Background: an optimization exercise with open tools, aiming at small area and a short achievable clock period. Do not read the settings as production practice. At most, simulation tests tie the RTL to the original design; equivalence was not proved. Power is estimated from default activity; no workload was simulated.

==> module mem_byte, before the edit <==
module mem_byte
(
    input            clk,
    input            sel,
    input            rsel,
    input            hold,
    input      [7:0] wds,
    output reg [7:0] q,
    output     [7:0] rd_n
);
always @(posedge clk)
    q <= ({8{sel}} & wds) | ({8{hold}} & q);
assign rd_n = ~({8{rsel}} & q);
endmodule
==> module mem_ctl, before the edit <==
module mem_ctl
(
    input  hi_n,
    input  lo_n,
    input  str,
    input  clr,
    output sel,
    output hold
);
assign sel  = ~(hi_n | lo_n);
assign hold = ~((str & sel) | clr);
endmodule
==> module top, before the edit <==
module top
(
    input rst,
    input clk,
    input button,
    output [5:0] leds,
    output [7:0] imem_addr,
    input [7:0] imem_data
);
reg [7:0] pc;
reg       flag;
wire [7:0] ra, rb, rc, rd;
reg       clr;
wire [7:0] I  = imem_data;
wire [2:0] op = I[7:5];
wire is_bgt = (op == 3'd3);
wire is_ld  = (op == 3'd4);
wire is_str = (op == 3'd5);
wire is_ldc = op[2] & op[1];
wire [1:0] s1 = is_ldc ? {1'b0, I[4]} : I[4:3];
wire [1:0] s2 = I[2:1];
reg [7:0] a, b;
always @(*) begin
    case (s1)
        2'd0: a = ra;
        2'd1: a = rb;
        2'd2: a = rc;
        default: a = rd;
    endcase
    case (s2)
        2'd0: b = ra;
        2'd1: b = rb;
        2'd2: b = rc;
        default: b = rd;
    endcase
end
wire [3:0] s2_oh = 4'd1 << s2;
wire [15:0] lo_r [0:3];
wire [15:0] hi_r [0:3];
genvar gi;
generate
    for (gi = 0; gi < 16; gi = gi + 1) begin : pre_g
        assign lo_r[0][gi] = (ra[3:0] == gi);
        assign lo_r[1][gi] = (rb[3:0] == gi);
        assign lo_r[2][gi] = (rc[3:0] == gi);
        assign lo_r[3][gi] = (rd[3:0] == gi);
        assign hi_r[0][gi] = (ra[7:4] == gi);
        assign hi_r[1][gi] = (rb[7:4] == gi);
        assign hi_r[2][gi] = (rc[7:4] == gi);
        assign hi_r[3][gi] = (rd[7:4] == gi);
    end
endgenerate
wire [15:0] lo_sel_n, hi_sel_n;
t_selgen lo_gen (.s(s2_oh), .r0(lo_r[0]), .r1(lo_r[1]), .r2(lo_r[2]), .r3(lo_r[3]), .y_n(lo_sel_n));
t_selgen hi_gen (.s(s2_oh), .r0(hi_r[0]), .r1(hi_r[1]), .r2(hi_r[2]), .r3(hi_r[3]), .y_n(hi_sel_n));
wire [255:0] sel;
assign sel[255] = ~(hi_sel_n[15] | lo_sel_n[15]);
wire [3:0] s1w_oh = 4'd1 << I[4:3];
wire [7:0] wds;
t_mux4oh wd_mux (.s(s1w_oh & {4{is_str}}), .r0(ra), .r1(rb), .r2(rc), .r3(rd), .y(wds));
wire [7:0] rd_n [0:254];
wire [7:0] mem_q [0:254];
generate
    for (gi = 0; gi < 255; gi = gi + 1) begin : byte_g
        wire hold;
        mem_ctl c (.hi_n(hi_sel_n[gi / 16]), .lo_n(lo_sel_n[gi % 16]), .str(is_str),
                   .clr(clr), .sel(sel[gi]), .hold(hold));
        mem_byte u (.clk(clk), .sel(sel[gi]), .rsel(sel[gi]), .hold(hold),
                    .wds(wds), .q(mem_q[gi]), .rd_n(rd_n[gi]));
    end
endgenerate
wire [7:0] l1 [0:63];
wire [7:0] l2 [0:31];
wire [7:0] l3 [0:7];
wire [7:0] l4 [0:3];
wire [7:0] mem_rd;
generate
    for (gi = 0; gi < 63; gi = gi + 1) begin : l1_g
        t_nand4 u (.a0(rd_n[4*gi]), .a1(rd_n[4*gi+1]), .a2(rd_n[4*gi+2]),
                   .a3(rd_n[4*gi+3]), .y(l1[gi]));
    end
    for (gi = 0; gi < 32; gi = gi + 1) begin : l2_g
        t_nor2 u (.a0(l1[2*gi]), .a1(l1[2*gi+1]), .y(l2[gi]));
    end
    for (gi = 0; gi < 8; gi = gi + 1) begin : l3_g
        t_nand4 u (.a0(l2[4*gi]), .a1(l2[4*gi+1]), .a2(l2[4*gi+2]),
                   .a3(l2[4*gi+3]), .y(l3[gi]));
    end
    for (gi = 0; gi < 4; gi = gi + 1) begin : l4_g
        t_nor2 u (.a0(l3[2*gi]), .a1(l3[2*gi+1]), .y(l4[gi]));
    end
endgenerate
t_nand3 l1_last (.a0(rd_n[252]), .a1(rd_n[253]), .a2(rd_n[254]), .y(l1[63]));
t_nand4 l5 (.a0(l4[0]), .a1(l4[1]), .a2(l4[2]), .a3(l4[3]), .y(mem_rd));
assign leds = ~{mem_q[254][0], mem_q[253][0], mem_q[252][0],
                mem_q[251][0], mem_q[250][0], mem_q[249][0]} | {6{clr}};
wire [7:0] sum  = a + b;
wire [7:0] nnd  = ~(a & b);
wire [7:0] shr  = (b[7:3] != 5'd0) ? 8'd0 : (a >> b[2:0]);
wire       gt   = a > b;
reg [7:0] wdata;
always @(*) begin
    case (op)
        3'd1: wdata = nnd;
        3'd2: wdata = shr;
        3'd6: wdata = {a[7:4], I[3:0]};
        3'd7: wdata = {I[3:0], a[3:0]};
        default: wdata = sum;
    endcase
end
wire [3:0] s1_oh  = 4'd1 << s1;
wire       wr_alu = ~(is_bgt | is_str | is_ld);
wire [3:0] ldm_we = s1_oh & {4{is_ld & ~clr}};
wire [3:0] ld_we  = s1_oh & {4{is_ld}};
wire [3:0] alu_we = s1_oh & {4{wr_alu}};
wire [3:0] keep   = ~(ld_we | alu_we);
wire [7:0] btn8   = {7'b0, sel[255] & button};
wire [7:0] rq [0:3];
wire [7:0] rest [0:3];
assign rq[0] = ra;
assign rq[1] = rb;
assign rq[2] = rc;
assign rq[3] = rd;
generate
    for (gi = 0; gi < 4; gi = gi + 1) begin : rest_g
        assign rest[gi] = ({8{ld_we[gi]}} & btn8) | ({8{alu_we[gi]}} & wdata) |
                          ({8{keep[gi]}} & rq[gi]);
    end
endgenerate
register_file regs (.clk(clk), .rst(rst), .ldm_we(ldm_we), .mem_rd(mem_rd),
                    .rest0(rest[0]), .rest1(rest[1]), .rest2(rest[2]), .rest3(rest[3]),
                    .q0(ra), .q1(rb), .q2(rc), .q3(rd));
wire [7:0] off  = I[4] ? (8'd0 - {4'd0, I[3:0]}) : {4'd0, I[3:0]};
wire       take = is_bgt & flag;
wire [7:0] pc_next = pc + (take ? off : 8'd1);
always @(posedge clk or posedge rst) begin
    if (rst) begin
        pc   <= 8'd0;
        flag <= 1'b0;
        clr  <= 1'b1;
    end else begin
        pc   <= pc_next;
        flag <= gt;
        clr  <= 1'b0;
    end
end
assign imem_addr = pc;
endmodule
Settings: LEC_CHECK=0, CAP_MARGIN=20, CORE_MARGIN=2, CORE_UTILIZATION=55, CTS_CLUSTER_DIAMETER=100, CTS_CLUSTER_SIZE=24, PLACE_DENSITY=0.65, SETUP_SLACK_MARGIN=4.0, SLEW_MARGIN=20, SYNTH_HIERARCHICAL=1; clock period 7.5 ns.
run.sh (not shown) runs the stock make flow with config.mk's settings and CLKGATE_MAP_FILE= SYNTH_SCRIPT=/design/flow/synth_recipe.tcl, a recipe that flattens the netlist after the stock synthesis.
==> next run, changes <==
--- a/flow/design.v
+++ b/flow/design.v
@@ -44,26 +44,14 @@
 (
     input            clk,
-    input            sel,
-    input            rsel,
+    input            we,
     input            hold,
-    input      [7:0] wds,
+    input            sel,
+    input      [7:0] wd,
     output reg [7:0] q,
     output     [7:0] rd_n
 );
 always @(posedge clk)
-    q <= ({8{sel}} & wds) | ({8{hold}} & q);
-assign rd_n = ~({8{rsel}} & q);
-endmodule
-module mem_ctl
-(
-    input  hi_n,
-    input  lo_n,
-    input  str,
-    input  clr,
-    output sel,
-    output hold
-);
-assign sel  = ~(hi_n | lo_n);
-assign hold = ~((str & sel) | clr);
+    q <= ({8{we}} & wd) | ({8{hold}} & q);
+assign rd_n = ~({8{sel}} & q);
 endmodule
 module register_file
@@ -235,17 +223,19 @@
 t_selgen hi_gen (.s(s2_oh), .r0(hi_r[0]), .r1(hi_r[1]), .r2(hi_r[2]), .r3(hi_r[3]), .y_n(hi_sel_n));
 wire [255:0] sel;
-assign sel[255] = ~(hi_sel_n[15] | lo_sel_n[15]);
+generate
+    for (gi = 0; gi < 256; gi = gi + 1) begin : sel_g
+        assign sel[gi] = ~(hi_sel_n[gi / 16] | lo_sel_n[gi % 16]);
+    end
+endgenerate
 wire [3:0] s1w_oh = 4'd1 << I[4:3];
-wire [7:0] wds;
-t_mux4oh wd_mux (.s(s1w_oh & {4{is_str}}), .r0(ra), .r1(rb), .r2(rc), .r3(rd), .y(wds));
+wire [7:0] wd;
+t_mux4oh wd_mux (.s(s1w_oh), .r0(ra), .r1(rb), .r2(rc), .r3(rd), .y(wd));
 wire [7:0] rd_n [0:254];
 wire [7:0] mem_q [0:254];
 generate
     for (gi = 0; gi < 255; gi = gi + 1) begin : byte_g
-        wire hold;
-        mem_ctl c (.hi_n(hi_sel_n[gi / 16]), .lo_n(lo_sel_n[gi % 16]), .str(is_str),
-                   .clr(clr), .sel(sel[gi]), .hold(hold));
-        mem_byte u (.clk(clk), .sel(sel[gi]), .rsel(sel[gi]), .hold(hold),
-                    .wds(wds), .q(mem_q[gi]), .rd_n(rd_n[gi]));
+        wire we = is_str & sel[gi];
+        mem_byte u (.clk(clk), .we(we), .hold(~(we | clr)), .sel(sel[gi]),
+                    .wd(wd), .q(mem_q[gi]), .rd_n(rd_n[gi]));
     end
 endgenerate
Effect: Core utilization climbs by 0.31 points. Final area is about the same. First-iteration DRC count climbs by a quarter to a third. Worst hold slack is about the same. Worst setup slack improves by 220 ps. Global-route usage climbs by 4.7 points. Power climbs by roughly a tenth. Clock skew stays flat. Final cell count climbs slightly. Wire length climbs by about a fifth. Die area drops slightly. Clock power climbs slightly. Via count climbs by a few percent. Maximum frequency climbs by a few percent.
For the first run of this note, only the layout was checked, not whether the RTL still works.

-- static timing again, ports no longer ideal --
The results above use ideal ports. As a check the final layouts listed here were re-extracted and re-timed, cells and wires unchanged. Step 1, drivers: a clkbuf_16 drives clk and a buf_2 each remaining input, both assumed. Step 2 times the ports against the registers' clock, not the clock port: input delays grow and output delays shrink by t, the midpoint of the rising clock arrivals with the driver on. a / b / c = no drivers / after step 1 / after step 2; a / b = the first two.
run	t (ns)	setup WS [ns]	slew at the worst register clock pin (ns)
the first run	0.841	3.361 / 3.289 / 2.447	0.11 / 0.11
the second run	0.847	3.581 / 3.429 / 2.582	0.11 / 0.11
After both steps every run listed still meets setup and hold. For the second run, which loses most, drivers alone change the setup slack by -0.152 ns; drivers and shift together by -0.999 ns.
